Context: an optimization exercise on an open-source flow, tuned for small area. The choices shown serve that exercise and are no tape-out recipe. The RTL was checked by simulation tests, not by an equivalence proof against the original design.

==> run P <==
==> flow/design.v (excerpt) <==
module tft_driver(
	input wire cclk, rstb,
	input wire inputCharBit,
	input wire [7:0] switch,
	output wire tft_backlight, tft_data_ena,
	output wire tft_display, tft_vdd,
	output wire [7:0] tft_red, tft_green, tft_blue,
	input wire [7:0] bg_red, bg_green, bg_blue,
	output reg [(10-1):0] x,
	output reg [(9-1):0] y,
	output wire new_frame
);
wire [155:0] slots;
reg on;   
pwm_module PWM (.cclk(cclk), .rstb(rstb), .duty_cycle(switch), .tick(x[0]), .pwm_out(tft_backlight));
CharReceiver receiver(.cclk(cclk), .rstb(rstb), .inputCharBit(inputCharBit), .slots(slots));
ScreenMux screenMux(.cclk(cclk), .rstb(rstb), .x(x), .y(y), .slots(slots),
                    .bg_red(bg_red), .bg_green(bg_green), .bg_blue(bg_blue),
                    .tft_red(tft_red), .tft_green(tft_green), .tft_blue(tft_blue));
assign tft_data_ena = (x > 480 || y > 272) ? 0 : 1;
assign new_frame = (x == 0 && y == 0) ? 1 : 0;
  ...
Settings: LEC_CHECK=0, CAP_MARGIN=20, CORE_MARGIN=2, CORE_UTILIZATION=40, PLACE_DENSITY=0.6, SLEW_MARGIN=20; clock period 10.0 ns.
run.sh (not shown) runs the stock make flow with config.mk's settings and CLKGATE_MAP_FILE= SYNTH_SCRIPT=/design/flow/synth_recipe.tcl, a recipe that flattens the netlist after the stock synthesis.
==> run X (differences from run P) <==
==> flow/design.v (replaced) <==
`timescale 1ns / 1ps
`default_nettype none
module pwm_module(cclk, rstb, duty_cycle, tick, pwm_out);
	input  wire cclk, rstb;
	input  wire [7:0] duty_cycle;
	input  wire tick;
	output wire pwm_out;
	reg [7:0] cycle_count;
	assign pwm_out = (cycle_count < duty_cycle);
	always @(posedge cclk) begin
		if (~rstb)
			cycle_count <= 8'd0;
		else if (tick)
			cycle_count <= cycle_count + 8'd1;
	end
endmodule
`default_nettype wire
`timescale 1ns / 1ps
`default_nettype none
module CharDraw(input wire [5:0] e, input wire [3:0] spix, output wire on);
	localparam [1023:0] ROM = 1024'h00000000000000000000003ff5aeffaa0000002b767896bc0000002b75adfffe0000003fc1eced9600000000129202000000002a25e7fdfe0000003fe0ebe5320000001bf71d4b660000003be0eff9fe0000003ce7e7ad1600000000101022000000003b93eff9fe0000003fe7ffafea0000003f741f82fe0000003fe7ffbbfe;
	assign on = ROM[{spix, e}];
endmodule
`default_nettype wire
`timescale 1ns / 1ps
`default_nettype none
`default_nettype wire
`timescale 1ns / 1ps
`default_nettype none
module CharReceiver(cclk, rstb, inputCharBit, slots);
	input  wire cclk;
	input  wire rstb;
	input  wire inputCharBit;
	output reg  [155:0] slots;
	reg [5:0]  counter;    
	reg [6:0]  currChar;   
	reg [13:0] clkCounter;
	localparam [77:0] ROWINIT = {6'd37, 6'd36, 6'd35, 6'd34, 6'd33, 6'd32, 6'd31,
	                             6'd27, 6'd4, 6'd3, 6'd2, 6'd1, 6'd0};
	wire [5:0] enc = (currChar != 7'd0 && currChar <= 7'd37) ? currChar[5:0] : 6'd0;
	wire [161:0] ext = {enc, slots};   
	wire shift = (clkCounter != 14'd1) && counter >= 6'd8 && counter < 6'd34 && inputCharBit;
	localparam [155:0] INIT = {ROWINIT, ROWINIT};
	reg  [155:0] slots_d;
	integer i, b;
	always @* begin
		for (i = 0; i < 26; i = i + 1) begin : slot
			reg en, ld, hold;
			en   = shift && counter == i + 8;
			ld   = en & rstb;       
			hold = ~en & rstb;      
			for (b = 0; b < 6; b = b + 1)
				if (INIT[6*i+b])
					slots_d[6*i+b] = (~hold | slots[6*i+b]) & (~ld | ext[6*(i+1)+b]);
				else
					slots_d[6*i+b] = (ld & ext[6*(i+1)+b]) | (hold & slots[6*i+b]);
		end
	end
	always @(posedge cclk) slots <= slots_d;
	always @(posedge cclk) begin
		if (~rstb) begin
			counter <= 6'd9;
			currChar <= 7'd27;
			clkCounter <= 14'd0;
		end
		else begin
			if (clkCounter == 14'd1) begin
				if (inputCharBit == 1'b0 && counter == 6'd34)
					counter <= 6'd0;
				else if (counter < 6'd8) begin
					if (counter != 6'd7) currChar[counter[2:0]] <= inputCharBit;
					counter <= counter + 6'd1;
				end
			end
			else if (shift)
				counter <= counter + 6'd1;
			if (clkCounter == (10417) - 1)
				clkCounter <= 14'd0;
			else
				clkCounter <= clkCounter + 14'd1;
		end
	end
endmodule
`default_nettype wire
`timescale 1ns / 1ps
`default_nettype none
module ScreenMux(cclk, rstb, x, y, slots, bg_red, bg_green, bg_blue, tft_red, tft_green, tft_blue);
	input  wire cclk, rstb;
	input  wire [9:0] x;
	input  wire [8:0] y;
	input  wire [155:0] slots;
	input  wire [7:0] bg_red, bg_green, bg_blue;
	output wire [7:0] tft_red, tft_green, tft_blue;
	wire lmode = (y >= 9'd184);        
	reg [3:0] k;
	reg [1:0] sc;
	reg [3:0] sub;
	wire idle    = (sc == 2'd3) && (sub == 4'd5);
	wire colend  = (sc == 2'd3) ? (sub == 4'd4) : (sub == (lmode ? 4'd7 : 4'd9));
	wire last    = lmode ? (k == 4'd4 || k == 4'd7 || k == 4'd11 || k == 4'd12) : (k == 4'd12);
	wire load    = lmode ? (x == 10'd6 || x == 10'd195 || x == 10'd341) : (x == 10'd4);
	wire [3:0] k0 = x[8] ? 4'd8 : x[7] ? 4'd5 : 4'd0;
	always @(posedge cclk) begin
		if (~rstb) begin
			k <= 4'd12; sc <= 2'd3; sub <= 4'd5;
		end
		else if (load) begin
			k <= (lmode ? k0 : 4'd0); sc <= 2'd0; sub <= 4'd0;
		end
		else if (!idle) begin
			if (!colend)
				sub <= sub + 4'd1;
			else if (sc != 2'd3) begin
				sub <= 4'd0; sc <= sc + 2'd1;
			end
			else if (last)
				sub <= 4'd5;
			else begin
				sub <= 4'd0; sc <= 2'd0; k <= k + 4'd1;
			end
		end
	end
	wire r1 = (y >= 9'd5)  && (y < 9'd55);
	wire r2 = (y >= 9'd60) && (y < 9'd110);
	reg [2:0] csr;
	integer i;
	always @* begin
		csr = 3'd0;
		for (i = 0; i < 5; i = i + 1)
			if ((y >= 5 + 10*i && y < 15 + 10*i) || (y >= 60 + 10*i && y < 70 + 10*i))
				csr = i;
	end
	wire       lrow = (y >= 9'd184) && (y < 9'd224);
	wire [2:0] lsr  = y[5:3] - 3'd7;    
	reg [5:0] lcode;
	always @* begin
		case (k)
			4'd0: lcode = 6'd19;  4'd1: lcode = 6'd16;  4'd2: lcode = 6'd1;    
			4'd3: lcode = 6'd3;   4'd4: lcode = 6'd5;                          
			4'd5: lcode = 6'd20;  4'd6: lcode = 6'd1;   4'd7: lcode = 6'd16;   
			4'd8: lcode = 6'd19;  4'd9: lcode = 6'd5;   4'd10: lcode = 6'd14;  
			default: lcode = 6'd4;                                             
		endcase
	end
	reg [5:0] code;
	integer j;
	always @* begin
		code = 6'd0;
		for (j = 0; j < 26; j = j + 1)
			code = code | ({6{k == j % 13 && r2 == (j >= 13)}} & slots[6*j +: 6]);
	end
	wire [5:0] e    = lmode ? lcode : code;
	wire [2:0] sr   = lmode ? lsr : csr;
	wire glyph_on;
	CharDraw rom(.e(e), .spix(sr * 4'd3 + sc), .on(glyph_on));
	wire obj_on = (lmode ? lrow : (r1 | r2)) && sc != 2'd3 && glyph_on;
	wire mrow     = (y >= 9'd120) && (y < 9'd130);
	wire morse_on = mrow && ((x >= 10'd255 && x < 10'd275) || (x >= 10'd280 && x < 10'd300));
	reg pix;
	always @(posedge cclk) begin
		if (~rstb) pix <= 1'b0;
		else       pix <= obj_on | morse_on;
	end
	wire in_box  = (((y >= 9'd5) && (y < 9'd115)) || lrow) && !idle ||
	               (mrow && (x >= 10'd180) && (x < 10'd305));
	wire in_line = (y == 9'd136) ||
	               ((x == 10'd160 || x == 10'd320) && y >= 9'd136 && y < 9'd272);
	wire fg      = in_box | in_line;
	wire fgval   = in_box ? pix : 1'b1;
	assign tft_red   = fg ? {8{fgval}} : bg_red;
	assign tft_green = fg ? {8{fgval}} : bg_green;
	assign tft_blue  = fg ? {8{fgval}} : bg_blue;
endmodule
`default_nettype wire
`timescale 1ns / 1ps
`default_nettype none
module tft_driver(
	input wire cclk, rstb,
	input wire inputCharBit,
	input wire [7:0] switch,
	output wire tft_backlight, tft_data_ena,
	output wire tft_display, tft_vdd,
	output wire [7:0] tft_red, tft_green, tft_blue,
	input wire [7:0] bg_red, bg_green, bg_blue,
	output reg [(10-1):0] x,
	output reg [(9-1):0] y,
	output wire new_frame
);
wire [155:0] slots;
reg on;   
pwm_module PWM (.cclk(cclk), .rstb(rstb), .duty_cycle(switch), .tick(x[0]), .pwm_out(tft_backlight));
CharReceiver receiver(.cclk(cclk), .rstb(rstb), .inputCharBit(inputCharBit), .slots(slots));
ScreenMux screenMux(.cclk(cclk), .rstb(rstb), .x(x), .y(y), .slots(slots),
                    .bg_red(bg_red), .bg_green(bg_green), .bg_blue(bg_blue),
                    .tft_red(tft_red), .tft_green(tft_green), .tft_blue(tft_blue));
assign tft_data_ena = (x > 480 || y > 272) ? 0 : 1;
assign new_frame = (x == 0 && y == 0) ? 1 : 0;
assign tft_vdd = on;
assign tft_display = on;
always @(posedge cclk) begin
  if(~rstb) begin
    x <= 0;
    y <= 0;
    on <= 0;
  end
  else begin
    on <= 1;
    if (x == (480 + 45)) begin
      x <= 0;
      if (y == (272 + 16))
        y <= 0;
      else
        y <= y + 1;
    end
    else
      x <= x + 1;
  end
end
endmodule
`default_nettype wire
==> flow/config.mk (replaced) <==
export PLATFORM = sky130hd
export DESIGN_NAME = tft_driver
export DESIGN_NICKNAME = tft_driver
export VERILOG_FILES = /design/flow/design.v
export SDC_FILE = /design/flow/constraint.sdc
export NUM_CORES = 4
export LEC_CHECK = 0
export ABC_AREA = 1
export CAP_MARGIN = 20
export CORE_MARGIN = 2
export CORE_UTILIZATION = 40
export PLACE_DENSITY = 0.6
export SLEW_MARGIN = 20
==> impl_metrics.tcl <==
set metrics [dict create \
    start_kind "input port" \
    sw_frac_of_total_pct 28.5 \
    p_sw_uw 625 \
    areaGrowthSynthToFinish_pct 14.7 \
    p_leak_nw 6.42 \
    status "complete, no violations" \
    crit_buf_inv 3 \
]
The numbers above come from run X.

==> impl_metrics.tcl <==
set metrics [dict create \
    p_sw_uw 483 \
    crit_start "x[3]" \
    areaGrowthSynthToFinish_pct 12.7 \
    largest_registers "receiver.slots x156, receiver.clkCounter x14, x x10" \
    ys_seq_area_share_pct 28.1 \
    fin_crit_ns 7.98 \
    postCtsSetupRepairBufs 0 \
    status "complete, no violations" \
    start_kind "flip-flop" \
    sw_frac_of_total_pct 24.4 \
    antenna_cells 0 \
    p_leak_nw 6.22 \
    crit_buf_inv 2 \
    die_area_um2 39300 \
]
The numbers above come from run P.

[static timing again, ports no longer ideal]
In the flow no input, the clock included, has a driving cell. The finished layouts below were timed again as built, in two steps.
Step 1 (the two cells are an assumption about what drives the block):
set clk [get_ports {cclk}]
set_driving_cell -lib_cell sky130_fd_sc_hd__clkbuf_16 $clk
set_driving_cell -lib_cell sky130_fd_sc_hd__buf_2 [delete_from_list [all_inputs] $clk]
Step 2 moves the port delays by t, midway between the first and last clock arrival at a register: inputs arrive t later, outputs are due t later. That takes back most of the time a late clock gives input paths.
a / b / c = no drivers / after step 1 / after step 2; a / b = the first two.
run	t, ns	setup WS [ns]	worst setup path after step 2
run P	0.589	2.022 / 2.022 / 2.022	register to register
run X	0.597	3.812 / 3.788 / 3.788	input to output
After both steps every run listed still meets setup and hold. For run X, which loses most, drivers alone change the setup slack by -0.024 ns; drivers and shift together by -0.024 ns.
